From an optimization exercise on the open Yosys and OpenROAD flow, aimed at small area; shortcuts taken in it are not production practice.
The RTL was checked by simulation tests, not by an equivalence proof against the original design.
The clock port is modelled as an ideal driver, which makes a skipped or thinned clock tree look cheaper than it is; a real chip needs a root buffer or a tree.
No activity file was given, so power comes from the tool's default toggle rates.

willow:
==> flow/design.v <==
module ZMEI (
  input  logic       clk,
  input  logic       reset,
  input  logic       btn1,
  input  logic       btn2,
  output logic [3:0] led
);
  localparam logic [12:0] POL    = 13'b0101010101010;
  localparam logic [12:0] T_MASK = 13'b1011111111111;
  localparam logic [12:0] T_VAL  = 13'b1101101111011;
  logic [12:0] v;
  logic q_g1;
  wire  g1 = q_g1 ^ 1'b0;
  logic q_g0;
  wire  g0 = q_g0 ^ 1'b0;
  logic q_zf;
  wire  zf = q_zf ^ 1'b0;
  logic q_sp;
  wire  sp = q_sp ^ 1'b0;
  logic q_dir;
  wire  dir = q_dir ^ 1'b0;
  logic q_k1;
  wire  k1 = q_k1 ^ 1'b0;
  logic q_k0;
  wire  k0 = q_k0 ^ 1'b0;
  logic n_g1, n_g0, n_zf, n_sp, n_dir, n_k1, n_k0;
  wire [12:0] s    = v ^ POL;
  wire        t    = ((s & T_MASK) == (T_VAL & T_MASK));
  wire        load = zf | t;
  wire a  = k1;               
  wire b  = k0;               
  wire c  = ~(k1 & ~k0);      
  wire [12:0] sload = {1'b0, a, 1'b1, 1'b0, 1'b1, b, 1'b1, ~a, 1'b1, 1'b1, 1'b1, 1'b1, c};
  always @(posedge clk)
    v <= (load ? sload : {s[11:0], s[12] ^ s[11]}) ^ POL;
  wire run = ~zf & ~sp;
  wire p4  = g1 & ~g0;
  wire e1  = run & ~t & ~btn1;          
  wire x   = sp & btn2;                 
  always_comb begin
    {n_g1, n_g0, n_zf, n_sp, n_dir, n_k1, n_k0} = {g1, g0, zf, sp, dir, k1, k0};
    if (!reset) begin
      {n_g1, n_g0} = 2'b01; n_zf = 1'b1; n_sp = 1'b0; n_dir = 1'b0; {n_k1, n_k0} = 2'b00;
    end else if (sp) begin
      if (btn2) begin
        {n_g1, n_g0} = 2'b01; n_zf = 1'b1; n_sp = 1'b0;
        n_k1 = ~k0; n_k0 = k1 & ~k0;
      end
    end else if (zf) begin
      {n_g1, n_g0} = 2'b00; n_zf = 1'b0;
    end else if (t) begin
      if (p4) n_zf = 1'b1;
      else begin n_g1 = g0; n_g0 = ~g1; end
    end else if (!btn1) begin
      {n_g1, n_g0} = 2'b11; n_zf = 1'b1; n_dir = ~dir;
    end else if (!btn2) begin
      n_sp = 1'b1;
    end
  end
  always @(posedge clk) q_g1 <= n_g1 ^ 1'b0;
  always @(posedge clk) q_g0 <= n_g0 ^ 1'b0;
  always @(posedge clk) q_zf <= n_zf ^ 1'b0;
  always @(posedge clk) q_sp <= n_sp ^ 1'b0;
  always @(posedge clk) q_dir <= n_dir ^ 1'b0;
  always @(posedge clk) q_k1 <= n_k1 ^ 1'b0;
  always @(posedge clk) q_k0 <= n_k0 ^ 1'b0;
  wire e     = ~(g1 ^ dir);
  wire all1  = zf & ({g1, g0} == 2'b01);
  wire all0  = zf & ({g1, g0} == 2'b11);
  always_comb begin
    if (all1)      led = 4'b1111;
    else if (all0) led = 4'b0000;
    else           led = {~(~g0 & ~e), ~(g0 & ~e), ~(g0 & e), ~(~g0 & e)};
  end
endmodule
Settings: LEC_CHECK=0, CAP_MARGIN=20, CORE_AREA=2.3 2.72 58.42 59.84, DIE_AREA=0 0 60.72 62.56, SLEW_MARGIN=20; clock period 10.0 ns.
standard.sh (not shown) runs the stock make flow with config.mk's settings and CLKGATE_MAP_FILE= SYNTH_SCRIPT=/design/flow/synth_recipe.tcl, a recipe that flattens the netlist after the stock synthesis.
==> flow/flow/run.sh <==
#!/bin/bash
# Layout flow: the standard synthesis, then the combinational logic
# re-mapped for area (flip-flops untouched; the smallest of several ABC
# scripts is kept), then the standard layout with the smallest buffer
# on the ports and the clock tree collapsed into a single buffer.
set -euo pipefail
W=$PWD
R=$W/orfs/results/$FLOW_PLATFORM/ZMEI/base
LIB=$FLOW_HOME/platforms/$FLOW_PLATFORM/lib/sky130_fd_sc_hd__tt_025C_1v80.lib
YOSYS=${YOSYS_EXE:-$(command -v yosys || echo $FLOW_HOME/../tools/install/yosys/bin/yosys)}

bash standard.sh synth > $W/synth_standard.log 2>&1
cp $R/1_2_yosys.v $W/1_2_yosys_standard.v

REMAP_LIB=$LIB REMAP_IN=$W/1_2_yosys_standard.v REMAP_OUT=$W/1_2_yosys_remap.v \
REMAP_ABC_DIR=$W/abc_scripts REMAP_ABC_LIST=$W/flow/abc_scripts.txt REMAP_TOP=$FLOW_TOP \
REMAP_DONT_USE="*probe* *lpflow* *bleeder* *clkbuf* *clkinv* *dly*" \
  $YOSYS -c $W/flow/remap.tcl > $W/remap.log 2>&1
cp $W/1_2_yosys_remap.v $R/1_2_yosys.v
rm -f $R/1_synth.odb $R/1_synth.sdc

export BUFFER_PORTS_ARGS="-buffer_cell sky130_fd_sc_hd__buf_1"
export CTS_ARGS="-sink_clustering_enable -repair_clock_nets -dont_use_dummy_load -buf_list sky130_fd_sc_hd__clkbuf_8 -root_buf sky130_fd_sc_hd__clkbuf_8"
export POST_CTS_TCL=$W/flow/collapse.tcl
export CLK_ROOT_MASTER=sky130_fd_sc_hd__clkbuf_8
bash standard.sh finish > $W/layout.log 2>&1
==> flow/flow/remap.tcl <==
# Re-map the combinational logic of the standard synthesis netlist for
# area.  The flip-flops and their instance names are left as they are.
# Several ABC scripts are tried; each result is proven equivalent to the
# standard netlist (equiv_make/equiv_simple/equiv_induct, registers paired
# by name) and the smallest proven one is kept.
yosys -import
set lib $::env(REMAP_LIB)
set top $::env(REMAP_TOP)
read_liberty -ignore_miss_func $lib
read_verilog -defer $::env(REMAP_IN)
hierarchy -top $top
setattr -mod -set keep_hierarchy 1 sky130_fd_sc_hd__df*
flatten
opt_clean -purge
tee -o $::env(REMAP_OUT).before.stat stat -liberty $lib
set du {}
foreach c $::env(REMAP_DONT_USE) { lappend du -dont_use $c }
design -save start

proc proven {} {
  # current design: the candidate.  Compare it with the saved start.
  global top lib
  design -save cand
  design -load start
  yosys rename $top gold
  design -copy-from cand -as gate $top
  read_liberty -ignore_miss_func -overwrite $lib
  setattr -mod -unset keep_hierarchy sky130_fd_sc_hd__*
  setattr -mod -unset top *
  flatten
  opt_clean -purge
  equiv_make gold gate eqm
  hierarchy -top eqm
  equiv_simple -seq 2
  equiv_induct -seq 2
  set st [tee -q -s result.string equiv_status]
  set ok [expr {[regexp {Of those cells (\d+) are proven and (\d+) are unproven} $st -> np nu] && $nu == 0 && $np > 0}]
  design -load cand
  return $ok
}

set best_area 1e18
set best_sc ""
set scripts {}
set fin [open $::env(REMAP_ABC_LIST) r]
set n 0
file mkdir $::env(REMAP_ABC_DIR)
while {[gets $fin line] >= 0} {
  if {[string trim $line] eq ""} continue
  set sc [file join $::env(REMAP_ABC_DIR) [format "s%02d.abc" $n]]
  set fo [open $sc w]; puts $fo [string map {";" "\n"} $line]; close $fo
  lappend scripts $sc; incr n
}
close $fin
foreach sc $scripts {
  design -load start
  abc -liberty $lib {*}$du -script $sc
  opt_clean -purge
  set txt [tee -q -s result.string stat -liberty $lib]
  if {![regexp {Chip area for (?:top )?module '\\[^']*':\s*([0-9.]+)} $txt -> area]} { continue }
  set cnt [tee -q -s result.string select -count $top/t:\$*]
  set mapped [expr {[regexp {(\d+) objects} $cnt -> nun] && $nun == 0}]
  if {[info exists ::env(REMAP_CORRUPT)]} {
    set c [lindex [split [string trim [tee -q -s result.string select -list $top/t:sky130_fd_sc_hd__nand2_1]] "\n"] 0]
    if {$c ne ""} { chtype -set sky130_fd_sc_hd__nor2_1 $c }
  }
  set ok [expr {$mapped && [proven]}]
  puts "REMAP script [file tail $sc] area $area proven $ok"
  if {$ok && $area < $best_area} { set best_area $area; set best_sc $sc; design -save best }
}
if {$best_sc eq ""} { error "no proven re-mapping" }
puts "REMAP best [file tail $best_sc] area $best_area"
design -load best
hilomap -singleton -hicell sky130_fd_sc_hd__conb_1 HI -locell sky130_fd_sc_hd__conb_1 LO
splitnets
opt_clean -purge
# wires left named after the flattened cells' pins
yosys rename -hide w:*.*
select -clear
tee -o $::env(REMAP_OUT).stat stat -liberty $lib
blackbox sky130_fd_sc_hd__*
write_verilog -noattr -nohex -nodec $::env(REMAP_OUT)
Other scripts of this flow, unchanged in this note and not shown: flow/flow/abc_scripts.txt, flow/flow/collapse.tcl
> inputs changed (willow -> amber)
-- flow/flow/remap.tcl --
<<< willow, line 53
}
close $fin
foreach sc $scripts {
  design -load start
  abc -liberty $lib {*}$du -script $sc
  opt_clean -purge
>>> amber, line 53
}
close $fin
design -load start
design -save from
set rounds [expr {[info exists ::env(REMAP_ROUNDS)] ? $::env(REMAP_ROUNDS) : 3}]
for {set r 1} {$r <= $rounds} {incr r} {
 set prev_best $best_area
 foreach sc $scripts {
  design -load from
  abc -liberty $lib {*}$du -script $sc
  opt_clean -purge
<<< willow, line 66
  }
  set ok [expr {$mapped && [proven]}]
  puts "REMAP script [file tail $sc] area $area proven $ok"
  if {$ok && $area < $best_area} { set best_area $area; set best_sc $sc; design -save best }
}
if {$best_sc eq ""} { error "no proven re-mapping" }
puts "REMAP best [file tail $best_sc] area $best_area"
design -load best
hilomap -singleton -hicell sky130_fd_sc_hd__conb_1 HI -locell sky130_fd_sc_hd__conb_1 LO
>>> amber, line 71
  }
  set ok [expr {$mapped && [proven]}]
  puts "REMAP round $r script [file tail $sc] area $area proven $ok"
  if {$ok && $area < $best_area} { set best_area $area; set best_sc "round $r [file tail $sc]"; design -save best }
 }
 if {$best_sc eq "" || $best_area >= $prev_best} break
 # next round: start again from the best netlist, its cells flattened
 design -load best
 read_liberty -ignore_miss_func -overwrite $lib
 setattr -mod -set keep_hierarchy 1 sky130_fd_sc_hd__df*
 flatten
 opt_clean -purge
 design -save from
}
if {$best_sc eq ""} { error "no proven re-mapping" }
puts "REMAP best $best_sc area $best_area"
design -load best
hilomap -singleton -hicell sky130_fd_sc_hd__conb_1 HI -locell sky130_fd_sc_hd__conb_1 LO
Results
Of willow and amber, the run reporting the higher first-iteration DRC count was willow.
Looking at power across both flows, amber is the stronger of the two, with willow trailing.
willow -> amber: port buffer count delta 0, exact match
Final cell count: amber vs willow — no meaningful difference

## afterwards: timing with drivers on the ports
The flow's constraints put no driver on any port. The routed layouts listed below were extracted and timed again, unchanged, in two steps. Step 1 sets driving cells, clkbuf_16 on the clock port and buf_2 on the other inputs (assumed; they add their load-dependent delay and slew). Step 2, shift: input delay + t, output delay - t, t = (earliest + latest rising clock arrival at the registers) / 2. This alone moves slack from input paths to output paths. Slacks: no drivers / after step 1 / after step 2; pairs: no drivers / after step 1.
run | shift t [ns] | setup WS [ns] | slew at the worst register clock pin (ns)
willow | 0.191 | 6.832 / 6.808 / 6.999 | 0.11 / 0.11
amber | 0.190 | 6.792 / 6.767 / 6.957 | 0.11 / 0.11
After both steps setup and hold are still met in every run listed.
